Source: an optimization exercise on an open RTL-to-GDS flow (aim: small area). Production flows keep margins and buffers that such runs may drop. Function was checked by simulation only, so behaviour that the tests miss may differ from the original. No activity file was given, so power comes from the tool's default toggle rates.

Setup of alpha:
==> flow/design.v (excerpt) <==
module qar_core #(
    parameter IMEM_DEPTH        = 64,
    parameter DMEM_DEPTH        = 256,
    parameter USE_INTERNAL_IMEM = 0,
    parameter USE_INTERNAL_DMEM = 0,
    parameter IMEM_DATA_WIDTH   = 32,
    parameter DMEM_DATA_WIDTH   = 32,
    parameter ICACHE_ENTRIES    = 0
) (
    input  wire        clk,
    input  wire        rst_n,
    output wire        imem_valid,
    output wire [31:0] imem_addr,
    input  wire        imem_ready,
    input  wire [IMEM_DATA_WIDTH-1:0] imem_rdata,
    output wire        mem_valid,
    output wire        mem_we,
    output wire [31:0] mem_addr,
    output wire [DMEM_DATA_WIDTH-1:0] mem_wdata,
    input  wire        mem_ready,
    input  wire [DMEM_DATA_WIDTH-1:0] mem_rdata,
    input  wire        irq_timer,
    input  wire        irq_external,
    output reg         irq_timer_ack,
    output reg         irq_external_ack,
    input  wire [31:0] gpio_in,
    output wire [31:0] gpio_out,
    output wire [31:0] gpio_dir,
    output wire        gpio_irq,
    output wire        uart_tx,
    input  wire        uart_rx,
    output wire        uart_de,
    output wire        uart_re,
    output wire        spi_sck,
    output wire        spi_mosi,
    input  wire        spi_miso,
    output wire [3:0]  spi_cs_n,
    output wire        i2c_scl,
    output wire        i2c_sda_out,
    input  wire        i2c_sda_in,
    output wire        i2c_sda_oe,
    input  wire [11:0] adc_ch0,
    input  wire [11:0] adc_ch1,
    input  wire [11:0] adc_ch2,
    input  wire [11:0] adc_ch3
);
clock: 13.0 ns
lec_check: 0
cap_margin: 35
core_margin: 2
core_utilization: 65
cts_buf_list: sky130_fd_sc_hd__clkbuf_8
slew_margin: 30
run.sh (not shown) runs the stock make flow with config.mk's settings and CLKGATE_MAP_FILE= SYNTH_SCRIPT=/design/flow/synth_recipe.tcl, a recipe that flattens the netlist after the stock synthesis.
Run status, alpha: aborted in global routing (5_1_grt), error GRT-0232
Input-level comparison between beta and alpha:
Settings: CTS_BUF_LIST removed (was sky130_fd_sc_hd__clkbuf_8); CORE_UTILIZATION changed from 65 to 40.
- beta ran to completion and came out clean on the timing, design-rule and antenna checks.
- beta vs. alpha: final RePlAce weighted congestion fell by 0.11; post-CTS repair timing setup buffer count stayed essentially flat; sequential area share after synthesis stayed essentially flat; count of placed standard cells including taps rose by 4045.
- Comparing alpha against beta, there is no change at all in post-synthesis sequential element count.
- Against alpha, die height in beta rose by more than a quarter.
- beta gives less worst setup timing slack at the placement stage than alpha did.
- Re post-cts hold buffer count: no difference whatsoever between beta and alpha.
- Summary of beta over alpha: number of rows in the core area climbed 27%; horizontal die dimension saw an increase; placement-stage cell area has increased.

---

qar_core, a different RTL version from the one above (not shown whole).
Size: about 5,200 flip-flops, ~330 I/O pins, roughly 240,000 um2 of cells after synthesis.
Settings: LEC_CHECK=0, CAP_MARGIN=35, CORE_MARGIN=2, CORE_UTILIZATION=52, SETUP_SLACK_MARGIN=0.1, SLEW_MARGIN=30; clock period 13.0 ns.
standard.sh (not shown) runs the stock make flow with config.mk's settings and CLKGATE_MAP_FILE= SYNTH_SCRIPT=/design/flow/synth_recipe.tcl, a recipe that flattens the netlist after the stock synthesis.
==> flow/flow/run.sh <==
#!/bin/bash
# Layout flow: the standard ORFS flow (standard.sh), with these changes:
#  1. synthesis maps the combinational logic with an area-oriented ABC script
#     (flow/area.abc) instead of ORFS's delay-oriented one. Everything else in
#     synthesis is the standard flow's own script, so the registers (names, count, cell
#     types) are exactly those of the standard synthesis: ABC only maps the
#     logic between them.
#  2. clock tree: clkbuf_16 buffers, sink clusters of at most 24 sinks within
#     100 um, no dummy loads (CTS_ARGS below).
#  3. (optional, OWN_PORT_BUFFER) the cell used for the port buffers.
# Every tool's output goes to the ORFS logs under orfs/logs/, and make's
# output to flow_make.log in this folder.
set -euo pipefail
W=$(pwd)

# ORFS synth.tcl, with the ABC call given our script
sed 's|^  log_cmd abc {\*}\$abc_args$|  lset abc_args 1 $::env(OWN_ABC_SCRIPT)\n  log_cmd abc {*}$abc_args|' \
    "$FLOW_HOME/scripts/synth.tcl" > "$W/own_synth_core.tcl"
grep -q 'OWN_ABC_SCRIPT' "$W/own_synth_core.tcl"
# The standard flow's synthesis wrapper, sourcing the synth.tcl above
sed "s|source \$::env(SCRIPTS_DIR)/synth.tcl|source $W/own_synth_core.tcl|" \
    "$W/synth_recipe.tcl" > "$W/own_synth.tcl"
grep -q 'own_synth_core' "$W/own_synth.tcl"

export OWN_ABC_SCRIPT="$W/flow/area.abc"
export CTS_ARGS="-sink_clustering_enable -repair_clock_nets -sink_clustering_size 24 -sink_clustering_max_diameter 100 -buf_list sky130_fd_sc_hd__clkbuf_16 -dont_use_dummy_load"

if [[ -f "$W/flow/port_buffer" ]]; then
    export BUFFER_PORTS_ARGS="-buffer_cell $(cat "$W/flow/port_buffer")"
fi

bash "$W/standard.sh" SYNTH_SCRIPT="$W/own_synth.tcl" finish > "$W/flow_make.log" 2>&1
==> flow/flow/area.abc <==
&get -n
&st
&dc2
&dch -f
&nf -R 1000 -a
&put
topo
stime -c
dnsize -c
==> flow/flow/port_buffer <==
sky130_fd_sc_hd__buf_1
The starting point ran to the end with no violations.
Edit:
--- a/flow/flow/run.sh
+++ b/flow/flow/run.sh
@@ -8 +8 @@
-#  2. clock tree: clkbuf_16 buffers, sink clusters of at most 24 sinks within
+#  2. clock tree: clkbuf_16 buffers, sink clusters of at most 20 sinks within
@@ -26 +26 @@
-export CTS_ARGS="-sink_clustering_enable -repair_clock_nets -sink_clustering_size 24 -sink_clustering_max_diameter 100 -buf_list sky130_fd_sc_hd__clkbuf_16 -dont_use_dummy_load"
+export CTS_ARGS="-sink_clustering_enable -repair_clock_nets -sink_clustering_size 20 -sink_clustering_max_diameter 100 -buf_list sky130_fd_sc_hd__clkbuf_16 -dont_use_dummy_load"
- SETUP_SLACK_MARGIN: 0.1 -> 0.3
=>
- wire length stays flat
- utilization went up by 0.33 points
- design area goes up by about 0.6%
- register-to-register slack improved by 0.39 ns
- global-route usage stays flat
- via count climbs by 0.43%
- setup slack gets better by 0.39 ns
- clock power went up by about 8%
- total power is higher by about 1.4%
- final cell count is higher by about 0.4%

---

## pepper
Another version of the RTL of qar_core (not shown whole).
Size in the first run: roughly 20000 cells after synthesis, ~5200 flip-flops, about 0.24 mm² of cells after synthesis.
export LEC_CHECK = 0
export CAP_MARGIN = 35
export CORE_MARGIN = 2
export CORE_UTILIZATION = 52
export SETUP_SLACK_MARGIN = 0.3
export SLEW_MARGIN = 30
create_clock -name core_clock -period 13.0 [get_ports {clk}]
==> flow/flow/run.sh <==
#!/bin/bash
# Layout flow: the standard ORFS flow (standard.sh), with these changes:
#  1. synthesis maps the combinational logic with an area-oriented ABC script
#     (flow/area.abc) instead of ORFS's delay-oriented one. Everything else in
#     synthesis is the standard flow's own script, so the registers (names, count, cell
#     types) are exactly those of the standard synthesis: ABC only maps the
#     logic between them.
#  2. clock tree: clkbuf_16 buffers, sink clusters of at most 20 sinks within
#     100 um, no dummy loads (CTS_ARGS below).
#  3. (optional, OWN_PORT_BUFFER) the cell used for the port buffers.
# Every tool's output goes to the ORFS logs under orfs/logs/, and make's
# output to flow_make.log in this folder.
set -euo pipefail
W=$(pwd)

# ORFS synth.tcl, with the ABC call given our script
sed 's|^  log_cmd abc {\*}\$abc_args$|  lset abc_args 1 $::env(OWN_ABC_SCRIPT)\n  log_cmd abc {*}$abc_args|' \
    "$FLOW_HOME/scripts/synth.tcl" > "$W/own_synth_core.tcl"
grep -q 'OWN_ABC_SCRIPT' "$W/own_synth_core.tcl"
# The standard flow's synthesis wrapper, sourcing the synth.tcl above
sed "s|source \$::env(SCRIPTS_DIR)/synth.tcl|source $W/own_synth_core.tcl|" \
    "$W/synth_recipe.tcl" > "$W/own_synth.tcl"
grep -q 'own_synth_core' "$W/own_synth.tcl"

export OWN_ABC_SCRIPT="$W/flow/area.abc"
export CTS_ARGS="-sink_clustering_enable -repair_clock_nets -sink_clustering_size 20 -sink_clustering_max_diameter 100 -buf_list sky130_fd_sc_hd__clkbuf_16 -dont_use_dummy_load"

if [[ -f "$W/flow/port_buffer" ]]; then
    export BUFFER_PORTS_ARGS="-buffer_cell $(cat "$W/flow/port_buffer")"
fi

bash "$W/standard.sh" SYNTH_SCRIPT="$W/own_synth.tcl" finish > "$W/flow_make.log" 2>&1
Scripts as last shown in full above: flow/flow/area.abc, flow/flow/port_buffer
The following lists how fjord was set up differently from pepper:
- SETUP_SLACK_MARGIN now 0.1, was 0.3
diff --git a/flow/flow/run.sh b/flow/flow/run.sh
--- a/flow/flow/run.sh
+++ b/flow/flow/run.sh
@@ -7,3 +7,3 @@
 #     logic between them.
-#  2. clock tree: clkbuf_16 buffers, sink clusters of at most 20 sinks within
+#  2. clock tree: clkbuf_16 buffers, sink clusters of at most 24 sinks within
 #     100 um, no dummy loads (CTS_ARGS below).
@@ -25,3 +25,3 @@
 export OWN_ABC_SCRIPT="$W/flow/area.abc"
-export CTS_ARGS="-sink_clustering_enable -repair_clock_nets -sink_clustering_size 20 -sink_clustering_max_diameter 100 -buf_list sky130_fd_sc_hd__clkbuf_16 -dont_use_dummy_load"
+export CTS_ARGS="-sink_clustering_enable -repair_clock_nets -sink_clustering_size 24 -sink_clustering_max_diameter 100 -buf_list sky130_fd_sc_hd__clkbuf_16 -dont_use_dummy_load"
 
### Flow results
As far as number of enable-type register cells in the synthesized netlist goes, fjord and pepper are indistinguishable; the numbers are identical.
| total power of the final layout | fjord vs pepper | better |
Between fjord and pepper, the total cell area at the placement stage does not differ in any meaningful way.
~same met1 global-route usage in pepper and fjord
fjord ends up with a post-route cell area that is 0.42% lower than in pepper.
Final instance count without filler cells: fjord vs pepper, no meaningful difference
fjord vs. pepper: routing usage on met3 went up by 0.57 points.
Number of clock buffers inserted by TritonCTS was lower in fjord than in pepper.
Comparing pepper against fjord, there is no change at all in count of endpoints failing setup in the final report.
Combinational share of power came out higher on fjord than on pepper.
Tightest slew margin relative to the limit, pepper and fjord: lower on fjord
Run comparison: pepper capture point of the worst path rf_inst.regs[13][0]$_DFFE_PP_; fjord capture point of the worst path rf_inst.regs[4][6]$_DFFE_PP_

-- what the ideal ports hide --
No port has a modelled driver above. Below, the same layouts with a new extraction and two added sets of constraints.
Step 1 (the two cells are an assumption about what drives the block):
set clk [get_ports {clk}]
set_driving_cell -lib_cell sky130_fd_sc_hd__clkbuf_16 $clk
set_driving_cell -lib_cell sky130_fd_sc_hd__buf_2 [delete_from_list [all_inputs] $clk]
Step 2 moves the port delays by t, midway between the first and last clock arrival at a register: inputs arrive t later, outputs are due t later. That takes back most of the time a late clock gives input paths.
Slacks: ideal ports / drivers / drivers and shift; pairs: ideal ports / drivers.
| run | t (ns) | slack for setup (ns) | worst data-port slew with drivers (ns) |
|---|---|---|---|
| beta | 1.312 | 1.673 / 1.673 / 1.673 | 0.15 |
| the first run of note 2 | 1.135 | 0.441 / 0.441 / 0.441 | 0.14 |
| the second run of note 2 | 1.147 | 0.827 / 0.827 / 0.827 | 0.14 |
| pepper | 1.153 | 0.610 / 0.610 / 0.610 | 0.64 |
| fjord | 1.107 | 0.464 / 0.464 / 0.464 | 0.17 |
After both steps setup and hold are still met in every run listed.
